This is an optimization exercise on Yosys and OpenROAD, whose aim is small area and a short achievable clock period, not a production implementation. Function was checked by simulation only, so behaviour that the tests miss may differ from the original.

## flow/design.v (module list and top-level ports; edited modules follow where they fit)
// module top_32bit: 138 lines
// module opmux: 4 lines
// module ltcmp: 3 lines
// module mulfront: 925 lines
// module csaback: 359 lines
// module benc: 5 lines
// module bsel: 3 lines
// module xo2: 3 lines
module top_32bit(
    input               clk,
    input               we,
    input               reset,
    input      [31:0]   data,
    input      [1:0]    p_sel,
    input      [31:0]   P0,
    input      [31:0]   P1,
    output     [31:0]   P0_out,
    output     [31:0]   P1_out,
    output     [31:0]   data_out
  );
  // ...
==> flow/flow/run.sh <==
#!/bin/bash
set -euo pipefail
bash standard.sh SETUP_SLACK_MARGIN=6.5 finish > layout_make.log 2>&1
==> flow/standard.sh <==
#!/bin/bash
# synth_recipe.tcl (not shown) runs the flow's synth.tcl, then flattens the netlist and writes it again
# the make line also repeats each setting of config.mk as NAME=value (left out here)
make -C /OpenROAD-flow-scripts/flow DESIGN_CONFIG=/design/flow/config.mk WORK_HOME=/design/flow/orfs CLKGATE_MAP_FILE= SYNTH_SCRIPT=/design/flow/synth_recipe.tcl "${@:-finish}"
==> flow/config.mk <==
export PLATFORM = sky130hd
export DESIGN_NAME = top_32bit
export DESIGN_NICKNAME = top_32bit
export VERILOG_FILES = /design/flow/design.v
export SDC_FILE = /design/flow/constraint.sdc
export NUM_CORES = 4
export LEC_CHECK = 0
export CAP_MARGIN = 20
export CORE_MARGIN = 2
export CORE_UTILIZATION = 60
export SLEW_MARGIN = 20
export SYNTH_HIERARCHICAL = 1
==> flow/constraint.sdc <==
create_clock -name core_clock -period 12.0 [get_ports {clk}]
set_input_delay 2.4000 -clock core_clock [delete_from_list [all_inputs] [get_ports {clk}]]
set_output_delay 2.4000 -clock core_clock [all_outputs]
set_load 0.01 [all_outputs]
==> results_dict.tcl, run 1 <==
set metrics [dict create \
    nNonClkInverters 145 \
    grt_max_degree 66 \
    reg2reg_to "mid[62]" \
    hold_class "reg2reg" \
    clock_skew_ps 39.6 \
    synth_compound_area_share_pct 16.1 \
    final_nets 4369 \
    status "timing/DRC/antenna clean" \
    busiest_layer "met2" \
    largest_register "mem" \
    finalHoldViolations 0 \
    r2r-start "mid[17]" \
    multiInputGateArea_um2 24600 \
    setup_tns_ps 0 \
    synth_top_cell_area_share_pct 38.3 \
    largest_register_ffs 384 \
    dominant-cell-class "multi-input combinational cells" \
    gr-total-overflow 0 \
    path_buf_inv 3 \
    layout_common_cells "576 x edfxtp_1, 313 x a22oi_1, 284 x buf_4" \
    clkbuf_count 116 \
    placed_area_um2 48300 \
    grt_use_met2_pct 63.5 \
    synthAdderAreaFrac_pct 3.64 \
    die_y_um 278 \
    numPortBuffers 177 \
    synth_edf_count 576 \
    reg2reg_depth 30 \
    finalCritPeriodShare_pct 55.2 \
    dp.cells 4752 \
]
==> module top_32bit, before the edit <==
module top_32bit(
    input               clk,
    input               we,
    input               reset,
    input      [31:0]   data,
    input      [1:0]    p_sel,
    input      [31:0]   P0,
    input      [31:0]   P1,
    output     [31:0]   P0_out,
    output     [31:0]   P1_out,
    output     [31:0]   data_out
  );
  localparam [2:0] OP_ADD = 3'd0, OP_SUB = 3'd1, OP_MUL = 3'd2, OP_AND = 3'd3,
                   OP_OR  = 3'd4, OP_XOR = 3'd5, OP_LT  = 3'd6;
  reg  [4:0]  a1;
  reg         first;
  always @(posedge clk or posedge reset)
    if (reset) a1 <= 5'd0;
    else       a1 <= first ? 5'd0 : a1 + 5'd1;
  always @(posedge clk)
    first <= reset;
  wire [3:0] d_op = data[31:28];
  wire [2:0] d_rs = data[27:25];
  wire [2:0] d_rA = data[24:22];
  wire [2:0] d_rB = data[21:19];
  reg  [2:0] e_op, e_A, e_B;
  always @* begin
    e_A = d_rA;
    e_B = d_rB;
    case (d_op)
      4'b0000: e_op = OP_ADD;
      4'b0001: e_op = OP_SUB;
      4'b0010: e_op = OP_MUL;
      4'b0011: e_op = OP_AND;
      4'b0100: e_op = OP_OR;
      4'b0101: e_op = OP_XOR;
      4'b0110: begin e_op = OP_LT; e_A = d_rB; e_B = d_rA; end
      4'b0111: e_op = OP_LT;
      4'b1001: begin e_op = OP_AND; e_B = d_rA; end
      default: begin e_op = OP_XOR; e_B = d_rA; end
    endcase
  end
  wire [11:0] enc = {e_op, d_rs, e_A, e_B};
  reg  [11:0] mem [0:31];
  always @(posedge clk)
    if (we) mem[a1] <= enc;
  wire [11:0] Jn = we ? enc : mem[a1];
  wire [2:0]  jn_A = Jn[5:3];
  wire [2:0]  jn_B = Jn[2:0];
  reg  [5:0]  J;
  always @(posedge clk)
    J <= Jn[11:6];
  wire [2:0] j_op = J[5:3];
  wire [2:0] j_rs = J[2:0];
  reg  [31:0]  R0, R1;
  reg  [191:0] Rh;         
  reg  [7:2]   valid;
  reg  [2:0]   rs_cur;     
  wire [31:0]  alu;        
  wire [31:0]  wb0 = p_sel[0] ? alu : P0;
  wire [31:0]  wb1 = p_sel[1] ? alu : P1;
  always @(posedge clk or posedge reset)
    if (reset) begin
      R0 <= 32'd0;
      R1 <= 32'd0;
    end else begin
      if (rs_cur == 3'd0) R0 <= wb0;
      if (rs_cur == 3'd1) R1 <= wb1;
    end
  genvar k;
  generate
    for (k = 2; k < 8; k = k + 1) begin : g_reg
      always @(posedge clk)
        if (rs_cur == k) Rh[32*(k-2) +: 32] <= alu;
      always @(posedge clk or posedge reset)
        if (reset)             valid[k] <= 1'b0;
        else if (rs_cur == k)  valid[k] <= 1'b1;
    end
  endgenerate
  wire [2:0]  rs_n    = reset ? 3'd0 : j_rs;
  wire [7:0]  valid_n = reset ? 8'd0 : ({valid, 2'b00} | (8'd1 << rs_cur));
  wire [7:0]  ok_n    = valid_n | 8'b11;
  wire        fwdA_n  = (jn_A == rs_n);
  wire        fwdB_n  = (jn_B == rs_n);
  reg  [7:0]  selA, selB;
  reg         gA0, gA1, gAY, gB0, gB1, gBY;
  always @(posedge clk) begin
    selA <= fwdA_n ? 8'd0 : ((8'd1 << jn_A) & ok_n);
    selB <= fwdB_n ? 8'd0 : ((8'd1 << jn_B) & ok_n);
    gA0  <= fwdA_n & (rs_n == 3'd0);
    gA1  <= fwdA_n & (rs_n == 3'd1);
    gAY  <= fwdA_n & (rs_n[2:1] != 2'd0);
    gB0  <= fwdB_n & (rs_n == 3'd0);
    gB1  <= fwdB_n & (rs_n == 3'd1);
    gBY  <= fwdB_n & (rs_n[2:1] != 2'd0);
  end
  wire [255:0] Rall = {Rh, R1, R0};
  reg  [31:0]  A_reg, B_reg;
  integer i;
  always @* begin
    A_reg = 32'd0;
    B_reg = 32'd0;
    for (i = 0; i < 8; i = i + 1) begin
      A_reg = A_reg | ({32{selA[i]}} & Rall[32*i +: 32]);
      B_reg = B_reg | ({32{selB[i]}} & Rall[32*i +: 32]);
    end
  end
  wire [31:0] A, B;
  opmux u_opA (.wb0(wb0), .wb1(wb1), .alu(alu), .r(A_reg), .g0(gA0), .g1(gA1), .gy(gAY), .y(A));
  opmux u_opB (.wb0(wb0), .wb1(wb1), .alu(alu), .r(B_reg), .g0(gB0), .g1(gB1), .gy(gBY), .y(B));
  wire        nr    = ~reset;
  wire        s_mul = nr & (j_op == OP_MUL);
  wire        s_add = nr & (j_op == OP_ADD);
  wire        s_sub = nr & (j_op == OP_SUB);
  wire        s_or  = nr & (j_op == OP_OR);
  wire        s_xor = nr & (j_op == OP_XOR);
  wire        s_lt  = nr & (j_op == OP_LT);
  wire        s_and = nr & (j_op == OP_AND | j_op == 3'd7);
  wire        lt;
  ltcmp u_lt (.a(A), .b(B), .lt(lt));
  wire [31:0] ox = ({32{s_add | s_sub}} & A) | ({32{s_or}} & (A | B)) |
                   ({32{s_xor}} & (A ^ B)) | ({32{s_and}} & (A & B)) |
                   {31'd0, s_lt & lt};
  wire [31:0] oy = ({32{s_add}} & B) | ({32{s_sub}} & ~B);
  wire        ocin = s_sub;
  wire [117:0] mid_next;
  reg  [117:0] mid;
  mulfront u_front (.a(A[15:0]), .b(B[15:0]), .is_mul(s_mul), .ox(ox), .oy(oy),
                    .ocin(ocin), .m(mid_next));
  always @(posedge clk) begin
    mid    <= mid_next;
    rs_cur <= reset ? 3'd0 : j_rs;
  end
  csaback u_back (.m(mid), .s(alu));
  assign P0_out   = R0;
  assign P1_out   = R1;
  assign data_out = alu;
endmodule
==> module opmux, before the edit <==
module opmux(input [31:0] wb0, input [31:0] wb1, input [31:0] alu, input [31:0] r,
             input g0, input g1, input gy, output [31:0] y);
  assign y = ({32{g0}} & wb0) | ({32{g1}} & wb1) | ({32{gy}} & alu) | r;
endmodule
==> module csaback, before the edit <==
module csaback(input [117:0] m, output [31:0] s);
  wire s1;
  wire c2;
  wire x3;
  wire s4;
  wire c5;
  wire x6;
  wire x7;
  wire s8;
  wire c9;
  wire s10;
  wire c11;
  wire x12;
  wire x13;
  wire s14;
  wire c15;
  wire s16;
  wire c17;
  wire x18;
  wire x19;
  wire s20;
  wire c21;
  wire s22;
  wire c23;
  wire x24;
  wire x25;
  wire s26;
  wire c27;
  wire x28;
  wire s29;
  wire c30;
  wire x31;
  wire s32;
  wire c33;
  wire x34;
  wire s35;
  wire c36;
  wire x37;
  wire s38;
  wire c39;
  wire x40;
  wire s41;
  wire c42;
  wire x43;
  wire s44;
  wire c45;
  wire x46;
  wire s47;
  wire c48;
  wire x49;
  wire s50;
  wire c51;
  wire x52;
  wire s53;
  wire c54;
  wire x55;
  wire s56;
  wire c57;
  wire x58;
  wire s59;
  wire c60;
  wire x61;
  wire s62;
  wire c63;
  wire x64;
  wire s65;
  wire c66;
  wire x67;
  wire s68;
  wire c69;
  wire x70;
  wire s71;
  wire c72;
  wire x73;
  wire s74;
  wire c75;
  wire x76;
  wire s77;
  wire c78;
  wire x79;
  wire s80;
  wire c81;
  wire x82;
  wire s83;
  wire c84;
  wire x85;
  wire s86;
  wire c87;
  wire x88;
  wire s89;
  wire c90;
  wire x91;
  wire s92;
  wire c93;
  wire x94;
  wire s95;
  wire c96;
  wire x97;
  wire s98;
  wire c99;
  wire x100;
  wire s101;
  wire c102;
  wire x103;
  wire s104;
  wire c105;
  wire x106;
  wire s107;
  wire c108;
  wire x109;
  wire s110;
  wire c111;
  wire x112;
  wire s113;
  wire c114;
  wire x115;
  wire s116;
  wire c117;
  wire x118;
  wire s119;
  wire c120;
  wire x121;
  wire s122;
  wire c123;
  wire x124;
  wire s125;
  wire c126;
  wire x127;
  wire s128;
  wire c129;
  wire x130;
  wire s131;
  wire c132;
  wire x133;
  wire s134;
  wire c135;
  wire x136;
  wire s137;
  wire c138;
  wire x139;
  wire s140;
  wire c141;
  wire x142;
  wire s143;
  wire c144;
  wire x145;
  wire s146;
  wire c147;
  wire x148;
  wire s149;
  wire c150;
  wire x151;
  wire s152;
  wire c153;
  wire x154;
  wire s155;
  wire c156;
  wire x157;
  wire s158;
  wire c159;
  wire x160;
  wire s161;
  wire c162;
  wire x163;
  wire s164;
  wire c165;
  wire x166;
  wire s167;
  wire c168;
  wire x169;
  wire s170;
  wire c171;
  wire s172;
  wire c173;
  wire x174;
  wire x175;
  wire s176;
  wire c177;
  xo2 u_x10001 (.a(m[0]), .b(m[1]), .y(x3));
  assign s1 = x3;
  assign c2 = m[0] & m[1];
  xo2 u_x10002 (.a(m[3]), .b(m[4]), .y(x6));
  assign s4 = x6;
  assign c5 = m[3] & m[4];
  xo2 u_x10003 (.a(m[5]), .b(m[6]), .y(x7));
  assign s8 = x7 ^ m[7];
  assign c9 = x7 ? m[7] : m[5];
  xo2 u_x10004 (.a(m[8]), .b(m[9]), .y(x12));
  assign s10 = x12;
  assign c11 = m[8] & m[9];
  xo2 u_x10005 (.a(m[10]), .b(m[11]), .y(x13));
  assign s14 = x13 ^ m[12];
  assign c15 = x13 ? m[12] : m[10];
  xo2 u_x10006 (.a(m[13]), .b(c11), .y(x18));
  assign s16 = x18;
  assign c17 = m[13] & c11;
  xo2 u_x10007 (.a(m[14]), .b(m[15]), .y(x19));
  assign s20 = x19 ^ m[16];
  assign c21 = x19 ? m[16] : m[14];
  xo2 u_x10008 (.a(c17), .b(c15), .y(x24));
  assign s22 = x24;
  assign c23 = c17 & c15;
  xo2 u_x10009 (.a(m[17]), .b(m[18]), .y(x25));
  assign s26 = x25 ^ m[19];
  assign c27 = x25 ? m[19] : m[17];
  xo2 u_x10010 (.a(m[20]), .b(c21), .y(x28));
  assign s29 = x28 ^ s26;
  assign c30 = x28 ? s26 : m[20];
  xo2 u_x10011 (.a(m[21]), .b(m[22]), .y(x31));
  assign s32 = x31 ^ m[23];
  assign c33 = x31 ? m[23] : m[21];
  xo2 u_x10012 (.a(m[24]), .b(c27), .y(x34));
  assign s35 = x34 ^ s32;
  assign c36 = x34 ? s32 : m[24];
  xo2 u_x10013 (.a(m[25]), .b(m[26]), .y(x37));
  assign s38 = x37 ^ m[27];
  assign c39 = x37 ? m[27] : m[25];
  xo2 u_x10014 (.a(m[28]), .b(c33), .y(x40));
  assign s41 = x40 ^ s38;
  assign c42 = x40 ? s38 : m[28];
  xo2 u_x10015 (.a(m[29]), .b(m[30]), .y(x43));
  assign s44 = x43 ^ m[31];
  assign c45 = x43 ? m[31] : m[29];
  xo2 u_x10016 (.a(m[32]), .b(c39), .y(x46));
  assign s47 = x46 ^ s44;
  assign c48 = x46 ? s44 : m[32];
  xo2 u_x10017 (.a(m[33]), .b(m[34]), .y(x49));
  assign s50 = x49 ^ m[35];
  assign c51 = x49 ? m[35] : m[33];
  xo2 u_x10018 (.a(m[36]), .b(c45), .y(x52));
  assign s53 = x52 ^ s50;
  assign c54 = x52 ? s50 : m[36];
  xo2 u_x10019 (.a(m[37]), .b(m[38]), .y(x55));
  assign s56 = x55 ^ m[39];
  assign c57 = x55 ? m[39] : m[37];
  xo2 u_x10020 (.a(m[40]), .b(c51), .y(x58));
  assign s59 = x58 ^ s56;
  assign c60 = x58 ? s56 : m[40];
  xo2 u_x10021 (.a(m[41]), .b(m[42]), .y(x61));
  assign s62 = x61 ^ m[43];
  assign c63 = x61 ? m[43] : m[41];
  xo2 u_x10022 (.a(m[44]), .b(c57), .y(x64));
  assign s65 = x64 ^ s62;
  assign c66 = x64 ? s62 : m[44];
  xo2 u_x10023 (.a(m[45]), .b(m[46]), .y(x67));
  assign s68 = x67 ^ m[47];
  assign c69 = x67 ? m[47] : m[45];
  xo2 u_x10024 (.a(m[48]), .b(c63), .y(x70));
  assign s71 = x70 ^ s68;
  assign c72 = x70 ? s68 : m[48];
  xo2 u_x10025 (.a(m[49]), .b(m[50]), .y(x73));
  assign s74 = x73 ^ m[51];
  assign c75 = x73 ? m[51] : m[49];
  xo2 u_x10026 (.a(m[52]), .b(c69), .y(x76));
  assign s77 = x76 ^ s74;
  assign c78 = x76 ? s74 : m[52];
  xo2 u_x10027 (.a(m[53]), .b(m[54]), .y(x79));
  assign s80 = x79 ^ m[55];
  assign c81 = x79 ? m[55] : m[53];
  xo2 u_x10028 (.a(m[56]), .b(c75), .y(x82));
  assign s83 = x82 ^ s80;
  assign c84 = x82 ? s80 : m[56];
  xo2 u_x10029 (.a(m[57]), .b(m[58]), .y(x85));
  assign s86 = x85 ^ m[59];
  assign c87 = x85 ? m[59] : m[57];
  xo2 u_x10030 (.a(m[60]), .b(c81), .y(x88));
  assign s89 = x88 ^ s86;
  assign c90 = x88 ? s86 : m[60];
  xo2 u_x10031 (.a(m[61]), .b(m[62]), .y(x91));
  assign s92 = x91 ^ m[63];
  assign c93 = x91 ? m[63] : m[61];
  xo2 u_x10032 (.a(m[64]), .b(c87), .y(x94));
  assign s95 = x94 ^ s92;
  assign c96 = x94 ? s92 : m[64];
  xo2 u_x10033 (.a(m[65]), .b(m[66]), .y(x97));
  assign s98 = x97 ^ m[67];
  assign c99 = x97 ? m[67] : m[65];
  xo2 u_x10034 (.a(m[68]), .b(c93), .y(x100));
  assign s101 = x100 ^ s98;
  assign c102 = x100 ? s98 : m[68];
  xo2 u_x10035 (.a(m[69]), .b(m[70]), .y(x103));
  assign s104 = x103 ^ m[71];
  assign c105 = x103 ? m[71] : m[69];
  xo2 u_x10036 (.a(m[72]), .b(c99), .y(x106));
  assign s107 = x106 ^ s104;
  assign c108 = x106 ? s104 : m[72];
  xo2 u_x10037 (.a(m[73]), .b(m[74]), .y(x109));
  assign s110 = x109 ^ m[75];
  assign c111 = x109 ? m[75] : m[73];
  xo2 u_x10038 (.a(m[76]), .b(c105), .y(x112));
  assign s113 = x112 ^ s110;
  assign c114 = x112 ? s110 : m[76];
  xo2 u_x10039 (.a(m[77]), .b(m[78]), .y(x115));
  assign s116 = x115 ^ m[79];
  assign c117 = x115 ? m[79] : m[77];
  xo2 u_x10040 (.a(m[80]), .b(c111), .y(x118));
  assign s119 = x118 ^ s116;
  assign c120 = x118 ? s116 : m[80];
  xo2 u_x10041 (.a(m[81]), .b(m[82]), .y(x121));
  assign s122 = x121 ^ m[83];
  assign c123 = x121 ? m[83] : m[81];
  xo2 u_x10042 (.a(m[84]), .b(c117), .y(x124));
  assign s125 = x124 ^ s122;
  assign c126 = x124 ? s122 : m[84];
  xo2 u_x10043 (.a(m[85]), .b(m[86]), .y(x127));
  assign s128 = x127 ^ m[87];
  assign c129 = x127 ? m[87] : m[85];
  xo2 u_x10044 (.a(m[88]), .b(c123), .y(x130));
  assign s131 = x130 ^ s128;
  assign c132 = x130 ? s128 : m[88];
  xo2 u_x10045 (.a(m[89]), .b(m[90]), .y(x133));
  assign s134 = x133 ^ m[91];
  assign c135 = x133 ? m[91] : m[89];
  xo2 u_x10046 (.a(m[92]), .b(c129), .y(x136));
  assign s137 = x136 ^ s134;
  assign c138 = x136 ? s134 : m[92];
  xo2 u_x10047 (.a(m[93]), .b(m[94]), .y(x139));
  assign s140 = x139 ^ m[95];
  assign c141 = x139 ? m[95] : m[93];
  xo2 u_x10048 (.a(m[96]), .b(c135), .y(x142));
  assign s143 = x142 ^ s140;
  assign c144 = x142 ? s140 : m[96];
  xo2 u_x10049 (.a(m[97]), .b(m[98]), .y(x145));
  assign s146 = x145 ^ m[99];
  assign c147 = x145 ? m[99] : m[97];
  xo2 u_x10050 (.a(m[100]), .b(c141), .y(x148));
  assign s149 = x148 ^ s146;
  assign c150 = x148 ? s146 : m[100];
  xo2 u_x10051 (.a(m[101]), .b(m[102]), .y(x151));
  assign s152 = x151 ^ m[103];
  assign c153 = x151 ? m[103] : m[101];
  xo2 u_x10052 (.a(m[104]), .b(c147), .y(x154));
  assign s155 = x154 ^ s152;
  assign c156 = x154 ? s152 : m[104];
  xo2 u_x10053 (.a(m[105]), .b(m[106]), .y(x157));
  assign s158 = x157 ^ m[107];
  assign c159 = x157 ? m[107] : m[105];
  xo2 u_x10054 (.a(m[108]), .b(c153), .y(x160));
  assign s161 = x160 ^ s158;
  assign c162 = x160 ? s158 : m[108];
  xo2 u_x10055 (.a(m[109]), .b(m[110]), .y(x163));
  assign s164 = x163 ^ m[111];
  assign c165 = x163 ? m[111] : m[109];
  xo2 u_x10056 (.a(m[112]), .b(c159), .y(x166));
  assign s167 = x166 ^ s164;
  assign c168 = x166 ? s164 : m[112];
  xo2 u_x10057 (.a(m[113]), .b(m[114]), .y(x169));
  assign s170 = x169 ^ m[115];
  assign c171 = x169 ? m[115] : m[113];
  xo2 u_x10058 (.a(c165), .b(s170), .y(x174));
  assign s172 = x174;
  assign c173 = c165 & s170;
  xo2 u_x10059 (.a(m[116]), .b(m[117]), .y(x175));
  assign s176 = x175 ^ c171;
  assign c177 = x175 ? c171 : m[116];
  wire [31:0] ra = {c173, c168, c162, c156, c150, c144, c138, c132, c126, c120, c114, c108, c102, c96, c90, c84, c78, c72, c66, c60, c54, c48, c42, c36, c30, c23, s20, s14, c9, c5, c2, m[2]};
  wire [31:0] rb = {s176, s172, s167, s161, s155, s149, s143, s137, s131, s125, s119, s113, s107, s101, s95, s89, s83, s77, s71, s65, s59, s53, s47, s41, s35, s29, s22, s16, s10, s8, s4, s1};
  assign s = ra + rb;
endmodule
==> run 2: changes to the inputs <==
--- a/flow/design.v
+++ b/flow/design.v
@@ -101,18 +101,22 @@
     A_reg = 32'd0;
     B_reg = 32'd0;
     for (i = 0; i < 8; i = i + 1) begin
       A_reg = A_reg | ({32{selA[i]}} & Rall[32*i +: 32]);
       B_reg = B_reg | ({32{selB[i]}} & Rall[32*i +: 32]);
     end
   end
   wire [31:0] A, B;
-  opmux u_opA (.wb0(wb0), .wb1(wb1), .alu(alu), .r(A_reg), .g0(gA0), .g1(gA1), .gy(gAY), .y(A));
-  opmux u_opB (.wb0(wb0), .wb1(wb1), .alu(alu), .r(B_reg), .g0(gB0), .g1(gB1), .gy(gBY), .y(B));
+  opmux u_opA (.alu(alu), .p0(P0), .p1(P1), .r(A_reg),
+               .ga(gAY | (gA0 & p_sel[0]) | (gA1 & p_sel[1])),
+               .gp0(gA0 & ~p_sel[0]), .gp1(gA1 & ~p_sel[1]), .y(A));
+  opmux u_opB (.alu(alu), .p0(P0), .p1(P1), .r(B_reg),
+               .ga(gBY | (gB0 & p_sel[0]) | (gB1 & p_sel[1])),
+               .gp0(gB0 & ~p_sel[0]), .gp1(gB1 & ~p_sel[1]), .y(B));
   wire        nr    = ~reset;
   wire        s_mul = nr & (j_op == OP_MUL);
   wire        s_add = nr & (j_op == OP_ADD);
   wire        s_sub = nr & (j_op == OP_SUB);
   wire        s_or  = nr & (j_op == OP_OR);
   wire        s_xor = nr & (j_op == OP_XOR);
   wire        s_lt  = nr & (j_op == OP_LT);
   wire        s_and = nr & (j_op == OP_AND | j_op == 3'd7);
@@ -131,19 +135,19 @@
     mid    <= mid_next;
     rs_cur <= reset ? 3'd0 : j_rs;
   end
   csaback u_back (.m(mid), .s(alu));
   assign P0_out   = R0;
   assign P1_out   = R1;
   assign data_out = alu;
 endmodule
-module opmux(input [31:0] wb0, input [31:0] wb1, input [31:0] alu, input [31:0] r,
-             input g0, input g1, input gy, output [31:0] y);
-  assign y = ({32{g0}} & wb0) | ({32{g1}} & wb1) | ({32{gy}} & alu) | r;
+module opmux(input [31:0] alu, input [31:0] p0, input [31:0] p1, input [31:0] r,
+             input ga, input gp0, input gp1, output [31:0] y);
+  assign y = ({32{ga}} & alu) | ({32{gp0}} & p0) | ({32{gp1}} & p1) | r;
 endmodule
 module ltcmp(input [31:0] a, input [31:0] b, output lt);
   assign lt = a < b;
 endmodule
 module mulfront(input [15:0] a, input [15:0] b, input is_mul, input [31:0] ox,
                 input [31:0] oy, input ocin, output [117:0] m);
   wire one1;
   wire two2;
@@ -944,134 +948,134 @@
   assign s402 = x404;
   assign c403 = pp163 & pp180;
   xo2 u_x74 (.a(ns126), .b(pp145), .y(x405));
   assign s406 = x405 ^ pp164;
   assign c407 = x405 ? pp164 : ns126;
   xo2 u_x75 (.a(pp146), .b(pp165), .y(x410));
   assign s408 = x410;
   assign c409 = pp146 & pp165;
-  assign m[0] = is_mul ? pp4 : ox[0];
-  assign m[1] = is_mul ? neg3 : oy[0];
-  assign m[2] = ~is_mul & ocin;
-  assign m[3] = is_mul ? pp5 : ox[1];
-  assign m[4] = ~is_mul & oy[1];
-  assign m[5] = is_mul ? pp6 : ox[2];
-  assign m[6] = is_mul ? pp25 : oy[2];
-  assign m[7] = is_mul & neg24;
-  assign m[8] = is_mul ? pp7 : ox[3];
-  assign m[9] = is_mul ? pp26 : oy[3];
-  assign m[10] = is_mul ? pp8 : ox[4];
-  assign m[11] = is_mul ? pp27 : oy[4];
-  assign m[12] = is_mul & pp46;
-  assign m[13] = is_mul & neg45;
-  assign m[14] = is_mul ? pp9 : ox[5];
-  assign m[15] = is_mul ? pp28 : oy[5];
-  assign m[16] = is_mul & pp47;
-  assign m[17] = is_mul ? pp29 : ox[6];
-  assign m[18] = is_mul ? pp48 : oy[6];
-  assign m[19] = is_mul & pp67;
-  assign m[20] = is_mul & s186;
-  assign m[21] = is_mul ? pp49 : ox[7];
-  assign m[22] = is_mul ? pp68 : oy[7];
-  assign m[23] = is_mul & c187;
-  assign m[24] = is_mul & s189;
-  assign m[25] = is_mul ? pp88 : ox[8];
-  assign m[26] = is_mul ? c190 : oy[8];
-  assign m[27] = is_mul & s193;
-  assign m[28] = is_mul & s195;
-  assign m[29] = is_mul ? c196 : ox[9];
-  assign m[30] = is_mul ? c194 : oy[9];
-  assign m[31] = is_mul & s199;
-  assign m[32] = is_mul & s201;
-  assign m[33] = is_mul ? c200 : ox[10];
-  assign m[34] = is_mul ? s205 : oy[10];
-  assign m[35] = is_mul & s208;
-  assign m[36] = is_mul & s210;
-  assign m[37] = is_mul ? c209 : ox[11];
-  assign m[38] = is_mul ? s214 : oy[11];
-  assign m[39] = is_mul & s217;
-  assign m[40] = is_mul & s219;
-  assign m[41] = is_mul ? s226 : ox[12];
-  assign m[42] = is_mul ? c220 : oy[12];
-  assign m[43] = is_mul & s229;
-  assign m[44] = is_mul & s231;
-  assign m[45] = is_mul ? c230 : ox[13];
-  assign m[46] = is_mul ? c232 : oy[13];
-  assign m[47] = is_mul & s241;
-  assign m[48] = is_mul & s243;
-  assign m[49] = is_mul ? c244 : ox[14];
-  assign m[50] = is_mul ? c242 : oy[14];
-  assign m[51] = is_mul & s256;
-  assign m[52] = is_mul & s258;
-  assign m[53] = is_mul ? s268 : ox[15];
-  assign m[54] = is_mul ? c257 : oy[15];
-  assign m[55] = is_mul & s271;
-  assign m[56] = is_mul & s273;
-  assign m[57] = is_mul ? c274 : ox[16];
-  assign m[58] = is_mul ? c272 : oy[16];
-  assign m[59] = is_mul & s286;
-  assign m[60] = is_mul & s289;
-  assign m[61] = is_mul ? c287 : ox[17];
-  assign m[62] = is_mul ? c290 : oy[17];
-  assign m[63] = is_mul & s301;
-  assign m[64] = is_mul & s304;
-  assign m[65] = is_mul ? c302 : ox[18];
-  assign m[66] = is_mul ? c305 : oy[18];
-  assign m[67] = is_mul & s316;
-  assign m[68] = is_mul & s319;
-  assign m[69] = is_mul ? c317 : ox[19];
-  assign m[70] = is_mul ? c320 : oy[19];
-  assign m[71] = is_mul & s331;
-  assign m[72] = is_mul & s334;
-  assign m[73] = is_mul ? c332 : ox[20];
-  assign m[74] = is_mul ? c335 : oy[20];
-  assign m[75] = is_mul & s346;
-  assign m[76] = is_mul & s348;
-  assign m[77] = is_mul ? c349 : ox[21];
-  assign m[78] = is_mul ? s358 : oy[21];
-  assign m[79] = is_mul & c347;
-  assign m[80] = is_mul & s361;
-  assign m[81] = is_mul ? c359 : ox[22];
-  assign m[82] = is_mul ? s370 : oy[22];
-  assign m[83] = is_mul & c362;
-  assign m[84] = is_mul & s372;
-  assign m[85] = is_mul ? s379 : ox[23];
-  assign m[86] = is_mul ? c373 : oy[23];
-  assign m[87] = is_mul & c371;
-  assign m[88] = is_mul & s382;
-  assign m[89] = is_mul ? c380 : ox[24];
-  assign m[90] = is_mul ? s388 : oy[24];
-  assign m[91] = is_mul & c383;
-  assign m[92] = is_mul & s390;
-  assign m[93] = is_mul ? c389 : ox[25];
-  assign m[94] = is_mul ? s394 : oy[25];
-  assign m[95] = is_mul & c391;
-  assign m[96] = is_mul & s397;
-  assign m[97] = is_mul ? s400 : ox[26];
-  assign m[98] = is_mul ? c395 : oy[26];
-  assign m[99] = is_mul & c398;
-  assign m[100] = is_mul & s402;
-  assign m[101] = is_mul ? pp181 : ox[27];
-  assign m[102] = is_mul ? c403 : oy[27];
-  assign m[103] = is_mul & c401;
-  assign m[104] = is_mul & s406;
-  assign m[105] = is_mul ? 1'b1 : ox[28];
-  assign m[106] = is_mul ? pp182 : oy[28];
-  assign m[107] = is_mul & c407;
-  assign m[108] = is_mul & s408;
-  assign m[109] = is_mul ? ns147 : ox[29];
-  assign m[110] = is_mul ? pp166 : oy[29];
-  assign m[111] = is_mul & pp183;
-  assign m[112] = is_mul & c409;
-  assign m[113] = is_mul ? pp167 : ox[30];
-  assign m[114] = is_mul ? pp184 : oy[30];
-  assign m[115] = is_mul & 1'b1;
-  assign m[116] = is_mul ? ns168 : ox[31];
-  assign m[117] = is_mul ? pp185 : oy[31];
+  ao21 u_m0 (.a(is_mul), .b(pp4), .c(ox[0]), .y(m[0]));
+  ao21 u_m1 (.a(is_mul), .b(neg3), .c(oy[0]), .y(m[1]));
+  assign m[2] = ocin;
+  ao21 u_m3 (.a(is_mul), .b(pp5), .c(ox[1]), .y(m[3]));
+  assign m[4] = oy[1];
+  ao21 u_m5 (.a(is_mul), .b(pp6), .c(ox[2]), .y(m[5]));
+  ao21 u_m6 (.a(is_mul), .b(pp25), .c(oy[2]), .y(m[6]));
+  ao21 u_m7 (.a(is_mul), .b(neg24), .c(1'b0), .y(m[7]));
+  ao21 u_m8 (.a(is_mul), .b(pp7), .c(ox[3]), .y(m[8]));
+  ao21 u_m9 (.a(is_mul), .b(pp26), .c(oy[3]), .y(m[9]));
+  ao21 u_m10 (.a(is_mul), .b(pp8), .c(ox[4]), .y(m[10]));
+  ao21 u_m11 (.a(is_mul), .b(pp27), .c(oy[4]), .y(m[11]));
+  ao21 u_m12 (.a(is_mul), .b(pp46), .c(1'b0), .y(m[12]));
+  ao21 u_m13 (.a(is_mul), .b(neg45), .c(1'b0), .y(m[13]));
+  ao21 u_m14 (.a(is_mul), .b(pp9), .c(ox[5]), .y(m[14]));
+  ao21 u_m15 (.a(is_mul), .b(pp28), .c(oy[5]), .y(m[15]));
+  ao21 u_m16 (.a(is_mul), .b(pp47), .c(1'b0), .y(m[16]));
+  ao21 u_m17 (.a(is_mul), .b(pp29), .c(ox[6]), .y(m[17]));
+  ao21 u_m18 (.a(is_mul), .b(pp48), .c(oy[6]), .y(m[18]));
+  ao21 u_m19 (.a(is_mul), .b(pp67), .c(1'b0), .y(m[19]));
+  ao21 u_m20 (.a(is_mul), .b(s186), .c(1'b0), .y(m[20]));
+  ao21 u_m21 (.a(is_mul), .b(pp49), .c(ox[7]), .y(m[21]));
+  ao21 u_m22 (.a(is_mul), .b(pp68), .c(oy[7]), .y(m[22]));
+  ao21 u_m23 (.a(is_mul), .b(c187), .c(1'b0), .y(m[23]));
+  ao21 u_m24 (.a(is_mul), .b(s189), .c(1'b0), .y(m[24]));
+  ao21 u_m25 (.a(is_mul), .b(pp88), .c(ox[8]), .y(m[25]));
+  ao21 u_m26 (.a(is_mul), .b(c190), .c(oy[8]), .y(m[26]));
+  ao21 u_m27 (.a(is_mul), .b(s193), .c(1'b0), .y(m[27]));
+  ao21 u_m28 (.a(is_mul), .b(s195), .c(1'b0), .y(m[28]));
+  ao21 u_m29 (.a(is_mul), .b(c196), .c(ox[9]), .y(m[29]));
+  ao21 u_m30 (.a(is_mul), .b(c194), .c(oy[9]), .y(m[30]));
+  ao21 u_m31 (.a(is_mul), .b(s199), .c(1'b0), .y(m[31]));
+  ao21 u_m32 (.a(is_mul), .b(s201), .c(1'b0), .y(m[32]));
+  ao21 u_m33 (.a(is_mul), .b(c200), .c(ox[10]), .y(m[33]));
+  ao21 u_m34 (.a(is_mul), .b(s205), .c(oy[10]), .y(m[34]));
+  ao21 u_m35 (.a(is_mul), .b(s208), .c(1'b0), .y(m[35]));
+  ao21 u_m36 (.a(is_mul), .b(s210), .c(1'b0), .y(m[36]));
+  ao21 u_m37 (.a(is_mul), .b(c209), .c(ox[11]), .y(m[37]));
+  ao21 u_m38 (.a(is_mul), .b(s214), .c(oy[11]), .y(m[38]));
+  ao21 u_m39 (.a(is_mul), .b(s217), .c(1'b0), .y(m[39]));
+  ao21 u_m40 (.a(is_mul), .b(s219), .c(1'b0), .y(m[40]));
+  ao21 u_m41 (.a(is_mul), .b(s226), .c(ox[12]), .y(m[41]));
+  ao21 u_m42 (.a(is_mul), .b(c220), .c(oy[12]), .y(m[42]));
+  ao21 u_m43 (.a(is_mul), .b(s229), .c(1'b0), .y(m[43]));
+  ao21 u_m44 (.a(is_mul), .b(s231), .c(1'b0), .y(m[44]));
+  ao21 u_m45 (.a(is_mul), .b(c230), .c(ox[13]), .y(m[45]));
+  ao21 u_m46 (.a(is_mul), .b(c232), .c(oy[13]), .y(m[46]));
+  ao21 u_m47 (.a(is_mul), .b(s241), .c(1'b0), .y(m[47]));
+  ao21 u_m48 (.a(is_mul), .b(s243), .c(1'b0), .y(m[48]));
+  ao21 u_m49 (.a(is_mul), .b(c244), .c(ox[14]), .y(m[49]));
+  ao21 u_m50 (.a(is_mul), .b(c242), .c(oy[14]), .y(m[50]));
+  ao21 u_m51 (.a(is_mul), .b(s256), .c(1'b0), .y(m[51]));
+  ao21 u_m52 (.a(is_mul), .b(s258), .c(1'b0), .y(m[52]));
+  ao21 u_m53 (.a(is_mul), .b(s268), .c(ox[15]), .y(m[53]));
+  ao21 u_m54 (.a(is_mul), .b(c257), .c(oy[15]), .y(m[54]));
+  ao21 u_m55 (.a(is_mul), .b(s271), .c(1'b0), .y(m[55]));
+  ao21 u_m56 (.a(is_mul), .b(s273), .c(1'b0), .y(m[56]));
+  ao21 u_m57 (.a(is_mul), .b(c274), .c(ox[16]), .y(m[57]));
+  ao21 u_m58 (.a(is_mul), .b(c272), .c(oy[16]), .y(m[58]));
+  ao21 u_m59 (.a(is_mul), .b(s286), .c(1'b0), .y(m[59]));
+  ao21 u_m60 (.a(is_mul), .b(s289), .c(1'b0), .y(m[60]));
+  ao21 u_m61 (.a(is_mul), .b(c287), .c(ox[17]), .y(m[61]));
+  ao21 u_m62 (.a(is_mul), .b(c290), .c(oy[17]), .y(m[62]));
+  ao21 u_m63 (.a(is_mul), .b(s301), .c(1'b0), .y(m[63]));
+  ao21 u_m64 (.a(is_mul), .b(s304), .c(1'b0), .y(m[64]));
+  ao21 u_m65 (.a(is_mul), .b(c302), .c(ox[18]), .y(m[65]));
+  ao21 u_m66 (.a(is_mul), .b(c305), .c(oy[18]), .y(m[66]));
+  ao21 u_m67 (.a(is_mul), .b(s316), .c(1'b0), .y(m[67]));
+  ao21 u_m68 (.a(is_mul), .b(s319), .c(1'b0), .y(m[68]));
+  ao21 u_m69 (.a(is_mul), .b(c317), .c(ox[19]), .y(m[69]));
+  ao21 u_m70 (.a(is_mul), .b(c320), .c(oy[19]), .y(m[70]));
+  ao21 u_m71 (.a(is_mul), .b(s331), .c(1'b0), .y(m[71]));
+  ao21 u_m72 (.a(is_mul), .b(s334), .c(1'b0), .y(m[72]));
+  ao21 u_m73 (.a(is_mul), .b(c332), .c(ox[20]), .y(m[73]));
+  ao21 u_m74 (.a(is_mul), .b(c335), .c(oy[20]), .y(m[74]));
+  ao21 u_m75 (.a(is_mul), .b(s346), .c(1'b0), .y(m[75]));
+  ao21 u_m76 (.a(is_mul), .b(s348), .c(1'b0), .y(m[76]));
+  ao21 u_m77 (.a(is_mul), .b(c349), .c(ox[21]), .y(m[77]));
+  ao21 u_m78 (.a(is_mul), .b(s358), .c(oy[21]), .y(m[78]));
+  ao21 u_m79 (.a(is_mul), .b(c347), .c(1'b0), .y(m[79]));
+  ao21 u_m80 (.a(is_mul), .b(s361), .c(1'b0), .y(m[80]));
+  ao21 u_m81 (.a(is_mul), .b(c359), .c(ox[22]), .y(m[81]));
+  ao21 u_m82 (.a(is_mul), .b(s370), .c(oy[22]), .y(m[82]));
+  ao21 u_m83 (.a(is_mul), .b(c362), .c(1'b0), .y(m[83]));
+  ao21 u_m84 (.a(is_mul), .b(s372), .c(1'b0), .y(m[84]));
+  ao21 u_m85 (.a(is_mul), .b(s379), .c(ox[23]), .y(m[85]));
+  ao21 u_m86 (.a(is_mul), .b(c373), .c(oy[23]), .y(m[86]));
+  ao21 u_m87 (.a(is_mul), .b(c371), .c(1'b0), .y(m[87]));
+  ao21 u_m88 (.a(is_mul), .b(s382), .c(1'b0), .y(m[88]));
+  ao21 u_m89 (.a(is_mul), .b(c380), .c(ox[24]), .y(m[89]));
+  ao21 u_m90 (.a(is_mul), .b(s388), .c(oy[24]), .y(m[90]));
+  ao21 u_m91 (.a(is_mul), .b(c383), .c(1'b0), .y(m[91]));
+  ao21 u_m92 (.a(is_mul), .b(s390), .c(1'b0), .y(m[92]));
+  ao21 u_m93 (.a(is_mul), .b(c389), .c(ox[25]), .y(m[93]));
+  ao21 u_m94 (.a(is_mul), .b(s394), .c(oy[25]), .y(m[94]));
+  ao21 u_m95 (.a(is_mul), .b(c391), .c(1'b0), .y(m[95]));
+  ao21 u_m96 (.a(is_mul), .b(s397), .c(1'b0), .y(m[96]));
+  ao21 u_m97 (.a(is_mul), .b(s400), .c(ox[26]), .y(m[97]));
+  ao21 u_m98 (.a(is_mul), .b(c395), .c(oy[26]), .y(m[98]));
+  ao21 u_m99 (.a(is_mul), .b(c398), .c(1'b0), .y(m[99]));
+  ao21 u_m100 (.a(is_mul), .b(s402), .c(1'b0), .y(m[100]));
+  ao21 u_m101 (.a(is_mul), .b(pp181), .c(ox[27]), .y(m[101]));
+  ao21 u_m102 (.a(is_mul), .b(c403), .c(oy[27]), .y(m[102]));
+  ao21 u_m103 (.a(is_mul), .b(c401), .c(1'b0), .y(m[103]));
+  ao21 u_m104 (.a(is_mul), .b(s406), .c(1'b0), .y(m[104]));
+  assign m[105] = is_mul | ox[28];
+  ao21 u_m106 (.a(is_mul), .b(pp182), .c(oy[28]), .y(m[106]));
+  ao21 u_m107 (.a(is_mul), .b(c407), .c(1'b0), .y(m[107]));
+  ao21 u_m108 (.a(is_mul), .b(s408), .c(1'b0), .y(m[108]));
+  ao21 u_m109 (.a(is_mul), .b(ns147), .c(ox[29]), .y(m[109]));
+  ao21 u_m110 (.a(is_mul), .b(pp166), .c(oy[29]), .y(m[110]));
+  ao21 u_m111 (.a(is_mul), .b(pp183), .c(1'b0), .y(m[111]));
+  ao21 u_m112 (.a(is_mul), .b(c409), .c(1'b0), .y(m[112]));
+  ao21 u_m113 (.a(is_mul), .b(pp167), .c(ox[30]), .y(m[113]));
+  ao21 u_m114 (.a(is_mul), .b(pp184), .c(oy[30]), .y(m[114]));
+  assign m[115] = is_mul | 1'b0;
+  ao21 u_m116 (.a(is_mul), .b(ns168), .c(ox[31]), .y(m[116]));
+  ao21 u_m117 (.a(is_mul), .b(pp185), .c(oy[31]), .y(m[117]));
 endmodule
 module csaback(input [117:0] m, output [31:0] s);
   wire s1;
   wire c2;
   wire x3;
   wire s4;
   wire c5;
   wire x6;
@@ -1420,21 +1424,318 @@
   xo2 u_x10058 (.a(c165), .b(s170), .y(x174));
   assign s172 = x174;
   assign c173 = c165 & s170;
   xo2 u_x10059 (.a(m[116]), .b(m[117]), .y(x175));
   assign s176 = x175 ^ c171;
   assign c177 = x175 ? c171 : m[116];
   wire [31:0] ra = {c173, c168, c162, c156, c150, c144, c138, c132, c126, c120, c114, c108, c102, c96, c90, c84, c78, c72, c66, c60, c54, c48, c42, c36, c30, c23, s20, s14, c9, c5, c2, m[2]};
   wire [31:0] rb = {s176, s172, s167, s161, s155, s149, s143, s137, s131, s125, s119, s113, s107, s101, s95, s89, s83, s77, s71, s65, s59, s53, s47, s41, s35, s29, s22, s16, s10, s8, s4, s1};
-  assign s = ra + rb;
+  cpa32 u_cpa (.a(ra), .b(rb), .s(s));
+endmodule
+module cpa32(input [31:0] a, input [31:0] b, output [31:0] s);
+  wire [31:0] g0 = a & b;
+  wire [31:0] p0 = a ^ b;
+  wire G1 = g0[1] | (p0[1] & g0[0]);
+  wire P1 = p0[1] & p0[0];
+  wire G2 = g0[2] | (p0[2] & g0[1]);
+  wire P2 = p0[2] & p0[1];
+  wire G3 = g0[3] | (p0[3] & g0[2]);
+  wire P3 = p0[3] & p0[2];
+  wire G4 = g0[4] | (p0[4] & g0[3]);
+  wire P4 = p0[4] & p0[3];
+  wire G5 = g0[5] | (p0[5] & g0[4]);
+  wire P5 = p0[5] & p0[4];
+  wire G6 = g0[6] | (p0[6] & g0[5]);
+  wire P6 = p0[6] & p0[5];
+  wire G7 = g0[7] | (p0[7] & g0[6]);
+  wire P7 = p0[7] & p0[6];
+  wire G8 = g0[8] | (p0[8] & g0[7]);
+  wire P8 = p0[8] & p0[7];
+  wire G9 = g0[9] | (p0[9] & g0[8]);
+  wire P9 = p0[9] & p0[8];
+  wire G10 = g0[10] | (p0[10] & g0[9]);
+  wire P10 = p0[10] & p0[9];
+  wire G11 = g0[11] | (p0[11] & g0[10]);
+  wire P11 = p0[11] & p0[10];
+  wire G12 = g0[12] | (p0[12] & g0[11]);
+  wire P12 = p0[12] & p0[11];
+  wire G13 = g0[13] | (p0[13] & g0[12]);
+  wire P13 = p0[13] & p0[12];
+  wire G14 = g0[14] | (p0[14] & g0[13]);
+  wire P14 = p0[14] & p0[13];
+  wire G15 = g0[15] | (p0[15] & g0[14]);
+  wire P15 = p0[15] & p0[14];
+  wire G16 = g0[16] | (p0[16] & g0[15]);
+  wire P16 = p0[16] & p0[15];
+  wire G17 = g0[17] | (p0[17] & g0[16]);
+  wire P17 = p0[17] & p0[16];
+  wire G18 = g0[18] | (p0[18] & g0[17]);
+  wire P18 = p0[18] & p0[17];
+  wire G19 = g0[19] | (p0[19] & g0[18]);
+  wire P19 = p0[19] & p0[18];
+  wire G20 = g0[20] | (p0[20] & g0[19]);
+  wire P20 = p0[20] & p0[19];
+  wire G21 = g0[21] | (p0[21] & g0[20]);
+  wire P21 = p0[21] & p0[20];
+  wire G22 = g0[22] | (p0[22] & g0[21]);
+  wire P22 = p0[22] & p0[21];
+  wire G23 = g0[23] | (p0[23] & g0[22]);
+  wire P23 = p0[23] & p0[22];
+  wire G24 = g0[24] | (p0[24] & g0[23]);
+  wire P24 = p0[24] & p0[23];
+  wire G25 = g0[25] | (p0[25] & g0[24]);
+  wire P25 = p0[25] & p0[24];
+  wire G26 = g0[26] | (p0[26] & g0[25]);
+  wire P26 = p0[26] & p0[25];
+  wire G27 = g0[27] | (p0[27] & g0[26]);
+  wire P27 = p0[27] & p0[26];
+  wire G28 = g0[28] | (p0[28] & g0[27]);
+  wire P28 = p0[28] & p0[27];
+  wire G29 = g0[29] | (p0[29] & g0[28]);
+  wire P29 = p0[29] & p0[28];
+  wire G30 = g0[30] | (p0[30] & g0[29]);
+  wire P30 = p0[30] & p0[29];
+  wire G31 = g0[31] | (p0[31] & g0[30]);
+  wire P31 = p0[31] & p0[30];
+  wire G32 = G2 | (P2 & g0[0]);
+  wire P32 = P2 & p0[0];
+  wire G33 = G3 | (P3 & G1);
+  wire P33 = P3 & P1;
+  wire G34 = G4 | (P4 & G2);
+  wire P34 = P4 & P2;
+  wire G35 = G5 | (P5 & G3);
+  wire P35 = P5 & P3;
+  wire G36 = G6 | (P6 & G4);
+  wire P36 = P6 & P4;
+  wire G37 = G7 | (P7 & G5);
+  wire P37 = P7 & P5;
+  wire G38 = G8 | (P8 & G6);
+  wire P38 = P8 & P6;
+  wire G39 = G9 | (P9 & G7);
+  wire P39 = P9 & P7;
+  wire G40 = G10 | (P10 & G8);
+  wire P40 = P10 & P8;
+  wire G41 = G11 | (P11 & G9);
+  wire P41 = P11 & P9;
+  wire G42 = G12 | (P12 & G10);
+  wire P42 = P12 & P10;
+  wire G43 = G13 | (P13 & G11);
+  wire P43 = P13 & P11;
+  wire G44 = G14 | (P14 & G12);
+  wire P44 = P14 & P12;
+  wire G45 = G15 | (P15 & G13);
+  wire P45 = P15 & P13;
+  wire G46 = G16 | (P16 & G14);
+  wire P46 = P16 & P14;
+  wire G47 = G17 | (P17 & G15);
+  wire P47 = P17 & P15;
+  wire G48 = G18 | (P18 & G16);
+  wire P48 = P18 & P16;
+  wire G49 = G19 | (P19 & G17);
+  wire P49 = P19 & P17;
+  wire G50 = G20 | (P20 & G18);
+  wire P50 = P20 & P18;
+  wire G51 = G21 | (P21 & G19);
+  wire P51 = P21 & P19;
+  wire G52 = G22 | (P22 & G20);
+  wire P52 = P22 & P20;
+  wire G53 = G23 | (P23 & G21);
+  wire P53 = P23 & P21;
+  wire G54 = G24 | (P24 & G22);
+  wire P54 = P24 & P22;
+  wire G55 = G25 | (P25 & G23);
+  wire P55 = P25 & P23;
+  wire G56 = G26 | (P26 & G24);
+  wire P56 = P26 & P24;
+  wire G57 = G27 | (P27 & G25);
+  wire P57 = P27 & P25;
+  wire G58 = G28 | (P28 & G26);
+  wire P58 = P28 & P26;
+  wire G59 = G29 | (P29 & G27);
+  wire P59 = P29 & P27;
+  wire G60 = G30 | (P30 & G28);
+  wire P60 = P30 & P28;
+  wire G61 = G31 | (P31 & G29);
+  wire P61 = P31 & P29;
+  wire G62 = G34 | (P34 & g0[0]);
+  wire P62 = P34 & p0[0];
+  wire G63 = G35 | (P35 & G1);
+  wire P63 = P35 & P1;
+  wire G64 = G36 | (P36 & G32);
+  wire P64 = P36 & P32;
+  wire G65 = G37 | (P37 & G33);
+  wire P65 = P37 & P33;
+  wire G66 = G38 | (P38 & G34);
+  wire P66 = P38 & P34;
+  wire G67 = G39 | (P39 & G35);
+  wire P67 = P39 & P35;
+  wire G68 = G40 | (P40 & G36);
+  wire P68 = P40 & P36;
+  wire G69 = G41 | (P41 & G37);
+  wire P69 = P41 & P37;
+  wire G70 = G42 | (P42 & G38);
+  wire P70 = P42 & P38;
+  wire G71 = G43 | (P43 & G39);
+  wire P71 = P43 & P39;
+  wire G72 = G44 | (P44 & G40);
+  wire P72 = P44 & P40;
+  wire G73 = G45 | (P45 & G41);
+  wire P73 = P45 & P41;
+  wire G74 = G46 | (P46 & G42);
+  wire P74 = P46 & P42;
+  wire G75 = G47 | (P47 & G43);
+  wire P75 = P47 & P43;
+  wire G76 = G48 | (P48 & G44);
+  wire P76 = P48 & P44;
+  wire G77 = G49 | (P49 & G45);
+  wire P77 = P49 & P45;
+  wire G78 = G50 | (P50 & G46);
+  wire P78 = P50 & P46;
+  wire G79 = G51 | (P51 & G47);
+  wire P79 = P51 & P47;
+  wire G80 = G52 | (P52 & G48);
+  wire P80 = P52 & P48;
+  wire G81 = G53 | (P53 & G49);
+  wire P81 = P53 & P49;
+  wire G82 = G54 | (P54 & G50);
+  wire P82 = P54 & P50;
+  wire G83 = G55 | (P55 & G51);
+  wire P83 = P55 & P51;
+  wire G84 = G56 | (P56 & G52);
+  wire P84 = P56 & P52;
+  wire G85 = G57 | (P57 & G53);
+  wire P85 = P57 & P53;
+  wire G86 = G58 | (P58 & G54);
+  wire P86 = P58 & P54;
+  wire G87 = G59 | (P59 & G55);
+  wire P87 = P59 & P55;
+  wire G88 = G60 | (P60 & G56);
+  wire P88 = P60 & P56;
+  wire G89 = G61 | (P61 & G57);
+  wire P89 = P61 & P57;
+  wire G90 = G66 | (P66 & g0[0]);
+  wire P90 = P66 & p0[0];
+  wire G91 = G67 | (P67 & G1);
+  wire P91 = P67 & P1;
+  wire G92 = G68 | (P68 & G32);
+  wire P92 = P68 & P32;
+  wire G93 = G69 | (P69 & G33);
+  wire P93 = P69 & P33;
+  wire G94 = G70 | (P70 & G62);
+  wire P94 = P70 & P62;
+  wire G95 = G71 | (P71 & G63);
+  wire P95 = P71 & P63;
+  wire G96 = G72 | (P72 & G64);
+  wire P96 = P72 & P64;
+  wire G97 = G73 | (P73 & G65);
+  wire P97 = P73 & P65;
+  wire G98 = G74 | (P74 & G66);
+  wire P98 = P74 & P66;
+  wire G99 = G75 | (P75 & G67);
+  wire P99 = P75 & P67;
+  wire G100 = G76 | (P76 & G68);
+  wire P100 = P76 & P68;
+  wire G101 = G77 | (P77 & G69);
+  wire P101 = P77 & P69;
+  wire G102 = G78 | (P78 & G70);
+  wire P102 = P78 & P70;
+  wire G103 = G79 | (P79 & G71);
+  wire P103 = P79 & P71;
+  wire G104 = G80 | (P80 & G72);
+  wire P104 = P80 & P72;
+  wire G105 = G81 | (P81 & G73);
+  wire P105 = P81 & P73;
+  wire G106 = G82 | (P82 & G74);
+  wire P106 = P82 & P74;
+  wire G107 = G83 | (P83 & G75);
+  wire P107 = P83 & P75;
+  wire G108 = G84 | (P84 & G76);
+  wire P108 = P84 & P76;
+  wire G109 = G85 | (P85 & G77);
+  wire P109 = P85 & P77;
+  wire G110 = G86 | (P86 & G78);
+  wire P110 = P86 & P78;
+  wire G111 = G87 | (P87 & G79);
+  wire P111 = P87 & P79;
+  wire G112 = G88 | (P88 & G80);
+  wire P112 = P88 & P80;
+  wire G113 = G89 | (P89 & G81);
+  wire P113 = P89 & P81;
+  wire G114 = G98 | (P98 & g0[0]);
+  wire P114 = P98 & p0[0];
+  wire G115 = G99 | (P99 & G1);
+  wire P115 = P99 & P1;
+  wire G116 = G100 | (P100 & G32);
+  wire P116 = P100 & P32;
+  wire G117 = G101 | (P101 & G33);
+  wire P117 = P101 & P33;
+  wire G118 = G102 | (P102 & G62);
+  wire P118 = P102 & P62;
+  wire G119 = G103 | (P103 & G63);
+  wire P119 = P103 & P63;
+  wire G120 = G104 | (P104 & G64);
+  wire P120 = P104 & P64;
+  wire G121 = G105 | (P105 & G65);
+  wire P121 = P105 & P65;
+  wire G122 = G106 | (P106 & G90);
+  wire P122 = P106 & P90;
+  wire G123 = G107 | (P107 & G91);
+  wire P123 = P107 & P91;
+  wire G124 = G108 | (P108 & G92);
+  wire P124 = P108 & P92;
+  wire G125 = G109 | (P109 & G93);
+  wire P125 = P109 & P93;
+  wire G126 = G110 | (P110 & G94);
+  wire P126 = P110 & P94;
+  wire G127 = G111 | (P111 & G95);
+  wire P127 = P111 & P95;
+  wire G128 = G112 | (P112 & G96);
+  wire P128 = P112 & P96;
+  wire G129 = G113 | (P113 & G97);
+  wire P129 = P113 & P97;
+  assign s[0] = p0[0];
+  assign s[1] = p0[1] ^ g0[0];
+  assign s[2] = p0[2] ^ G1;
+  assign s[3] = p0[3] ^ G32;
+  assign s[4] = p0[4] ^ G33;
+  assign s[5] = p0[5] ^ G62;
+  assign s[6] = p0[6] ^ G63;
+  assign s[7] = p0[7] ^ G64;
+  assign s[8] = p0[8] ^ G65;
+  assign s[9] = p0[9] ^ G90;
+  assign s[10] = p0[10] ^ G91;
+  assign s[11] = p0[11] ^ G92;
+  assign s[12] = p0[12] ^ G93;
+  assign s[13] = p0[13] ^ G94;
+  assign s[14] = p0[14] ^ G95;
+  assign s[15] = p0[15] ^ G96;
+  assign s[16] = p0[16] ^ G97;
+  assign s[17] = p0[17] ^ G114;
+  assign s[18] = p0[18] ^ G115;
+  assign s[19] = p0[19] ^ G116;
+  assign s[20] = p0[20] ^ G117;
+  assign s[21] = p0[21] ^ G118;
+  assign s[22] = p0[22] ^ G119;
+  assign s[23] = p0[23] ^ G120;
+  assign s[24] = p0[24] ^ G121;
+  assign s[25] = p0[25] ^ G122;
+  assign s[26] = p0[26] ^ G123;
+  assign s[27] = p0[27] ^ G124;
+  assign s[28] = p0[28] ^ G125;
+  assign s[29] = p0[29] ^ G126;
+  assign s[30] = p0[30] ^ G127;
+  assign s[31] = p0[31] ^ G128;
 endmodule
 module benc(input x2, input x1, input x0, output one, output two, output neg);
   assign one = x1 ^ x0;
   assign two = (x2 & ~x1 & ~x0) | (~x2 & x1 & x0);
   assign neg = x2;
 endmodule
 module bsel(input one, input two, input neg, input a1, input a0, output pp);
   assign pp = ((one & a1) | (two & a0)) ^ neg;
 endmodule
+module ao21(input a, input b, input c, output y);
+  assign y = (a & b) | c;
+endmodule
 module xo2(input a, input b, output y);
   assign y = a ^ b;
 endmodule
==> run 2 against run 1 <==
  * Still clean on timing, DRC and antenna
  * Setup slack got worse by 130 ps
  * Flip-flop and latch count unchanged
  * Clock-buffer cell count decreased by 12
  * Cell count about the same
  * Cell area decreased by 0.87%
  * Core utilization increased by 1.0 points
  * Non-clock buffer count increased by 2
  * Via count decreased by 0.19%
  * First-iteration DRC count decreased by 2.6%
  * Area after synthesis decreased by 2.0%
==> results_dict.tcl, run 2 <==
set metrics [dict create \
    wl_met2_mm 76.2 \
    synth.largest_area_cell "edfxtp_1" \
    grt_setup_unrepaired "yes" \
    cp.arrival_ps 4350 \
    setup_slack_ps 5250 \
    dp_worst_setup_slack_ps 4670 \
    htree_levels 3 \
    finalCritPeriodShare_pct 56.3 \
    route.detailed.drc 0 \
    path_common_cell "xor2_4" \
    worst_pin_slew_ps 1100 \
    max-slew-margin-rel_pct 26.8 \
    std_cell_rows 99 \
    slowest_delay_ps 390 \
    numClockSinks 801 \
    placed_area_um2 47800 \
    wl_met1_mm 56.1 \
    grt_max_degree 71 \
    min_period_ps 6750 \
    netlist_top_cells_count "576 x edfxtp_1, 339 x a22oi_1, 263 x xnor2_1" \
    final_nets 4375 \
    synth_seq_cells 801 \
    end_kind "primary output" \
    grt_pass1_vias 34800 \
    crit_path_top_delay_cell "dfxtp_1" \
    io_pins 197 \
    dieArea_um2 76000 \
    antenna_left 0 \
    synth_top_cell_area_share_pct 39.1 \
    cp_top_family "XOR/XNOR gates" \
    synth.most_common_cell "edfxtp_1" \
    finalSetupViolCount 0 \
    synthFlopType "edfxtp_1" \
    cp.required_ps 9600 \
    avgSynthCellArea_um2 12.1 \
    wl_per_cell_um 32.2 \
    largestRegisters "mem x384, Rh x192, mid x118" \
    path_clk_slew_ps 60 \
    slew_viol_final 0 \
    gr-total-overflow 0 \
    insertion_delay_ps 690 \
    clock_skew_ps 66.9 \
    synthCells 3657 \
    globalplace.congestion 0.941 \
    synth_cell_types 107 \
    core_um2 73000 \
    synth.area.top_cells "edfxtp_1 39%, dfxtp_1 6.8%, a22oi_1 5.7%" \
    start_util_pct 60.7 \
    finalHoldViolations 0 \
    cts_tree "built" \
    layout_common_cells "576 x edfxtp_1, 328 x a22oi_1, 305 x buf_4" \
    final_common_cell "edfxtp_1" \
    yosysWarningCount 7 \
    area_growth_pct 26.9 \
    die_x_um 276 \
    setup_tns_ps 0 \
    numPortBuffers 177 \
    cts_buffers 86 \
    cts_max_path_buffers 3 \
    top_layer_used "met5" \
    grtUsageTotal_pct 41.3 \
    path_class "reg2out" \
    drtIter0Drc 4785 \
    fin_area_um2 56200 \
    holdWs_ps 475 \
    status "timing/DRC/antenna clean" \
    cp-start-kind "flop" \
    path_buf_inv 2 \
    critPathMaxFanout 7 \
    netlist_area_um2 44300 \
    largest_register_ffs 384 \
    ys_async_sr_fraction_pct 9.36 \
    dpl.hpwl_mm 93.0 \
    grt_first_pass_wirelength_mm 228 \
    via_per_inst 6.95 \
    grt_antenna_before_repair 8 \
    drt_wl_total_mm 166 \
    die_y_um 276 \
    hold_class "reg2reg" \
    root_buffer "clkbuf_16" \
    dr.pass1.iters 10 \
    max_freq_mhz 148 \
    largest_register "mem" \
    layout-drive-gt1-share_pct 31.2 \
    ys_seq_area_share_pct 50.1 \
    synth_edf_count 576 \
    crit_chain "xor2_2 -> mux2_4 -> xor2_4 -> xnor2_2 -> ha_4 -> nand4_1 -> nor2_2 -> nand3_2 -> nor4_4 -> a21oi_4 -> buf_4 -> o31ai_4 -> xor2_4 -> buf_6" \
    vias 35900 \
    route.met3.wl_mm 20.1 \
    drv_cap 0 \
]
run 2: cell types whose count changed in the layout (fill, tap and decap cells not counted), moves of 21 or more:
cell     change
a21oi_1     +35
buf_4       +21
mux2i_1     +59
a21o_1     +115
xnor2_1     +26
nand2_1     -36
mux2_2     -137
conb_1      +52
run 2: cells by family after synthesis:
group | share of synthesized area, %
xor+xnor | 9.00
flops | 50.1
mux | 7.96
fa+ha+maj | 3.72
simple gates | 6.77
other cells | 0.00847
compound gates | 18.2
buf+inv | 4.32
run 2: per-layer routing:
| layer | track usage [%] | up-vias |
|---|---|---|
| met2 | 65.5 | 2747 |
| met1 | 49.5 | 17600 |
| met5 | 0 | - |
| met4 | 27.9 | 16 |
| li1 | - | 14700 |
| met3 | 11.1 | 811 |
run 2: final cells by class:
type                    count  area (um2)
inverters                 135         509
clock buffers             104        2320
flip-flops and latches    801       22200
diodes                      2        5.00
well taps                 959        1200
repair buffers            556        5080
multi-input cells        2563       24300
fillers                  4446       16800
clock inverters            52         523
run 2: what timing repair did:
item	4_1_cts	5_1_grt
pin swaps	118	162
resized for setup	392	280
setup endpoints to repair	108	81
hold buffers	0	0
setup buffers	155	124
cloned	9	2
run 2: metrics by stage:
| step | std cells | util [%] |
|---|---|---|
| 3_3_place_gp | 4722 | 65.5 |
| 3_5_place_dp | 4723 | 65.6 |
| 6_report | 5172 | 77.0 |
| 4_1_cts | 5043 | 73.6 |
| 5_1_grt | 5170 | 77.0 |
| 2_1_floorplan | 3727 | - |
run 2: path summary, 6_finish.rpt:
kind | startpoint | endpoint | slack (ps) | depth (start not counted)
max reg2reg | mid[49] | mid[0] | 6050 | 28
min | valid[2] | valid[2] | 480 | 2
min reg2reg | valid[2] | valid[2] | 480 | 2
max | mid[49] | data_out[27] | 5250 | 14
max in group asynchronous | reset | a1[1] | 8010 | 3
min in group asynchronous | reset | R1[11] | 2700 | 2
run 2: Yosys stat by module (local to each module, per instance):
module / area, um2 / cells inside / flip-flops and latches
cpa32: 1620 / 219 / 0
opmux: 603 / 105 / 0
top_32bit: 33000 / 2217 / 801
mulfront: 1400 / 206 / 0
csaback: 1040 / 135 / 0
benc: 38.8 / 5 / 0
bsel: 21.3 / 2 / 0
ltcmp: 798 / 110 / 0
xo2: 8.76 / 1 / 0
ao21: 7.51 / 1 / 0
run 2: worst register-to-register path, delay by kind of cell, from the launching register on:
family,cells,cell delay (ps)
buf+inv,4,650
flops,1,390
mux,1,360
fa+ha+maj,2,510
xor+xnor,3,710
compound gates,13,2400
simple gates,5,940

port drivers added, routing unchanged:
The results above use ideal ports. As a check the final layouts listed here were re-extracted and re-timed, cells and wires unchanged.
Step 1 sets driving cells, clkbuf_16 on the clock port and buf_2 on the other inputs (assumed; they add their load-dependent delay and slew).
Step 2, shift: input delay + t, output delay - t, t = (earliest + latest rising clock arrival at the registers) / 2. This alone moves slack from input paths to output paths.
a / b / c = ideal ports / drivers / drivers and shift; a / b = the first two.
run	t (ns)	slack for setup (ns)	pins driven straight from the clock port
run 1	0.734	5.374 / 5.301 / 5.353	1
run 2	0.734	5.246 / 5.174 / 5.498	1
After both steps setup and hold are still met in every run listed. The setup slack of run 1, which loses most, moves by -0.073 ns with the drivers and by -0.021 ns with both steps.
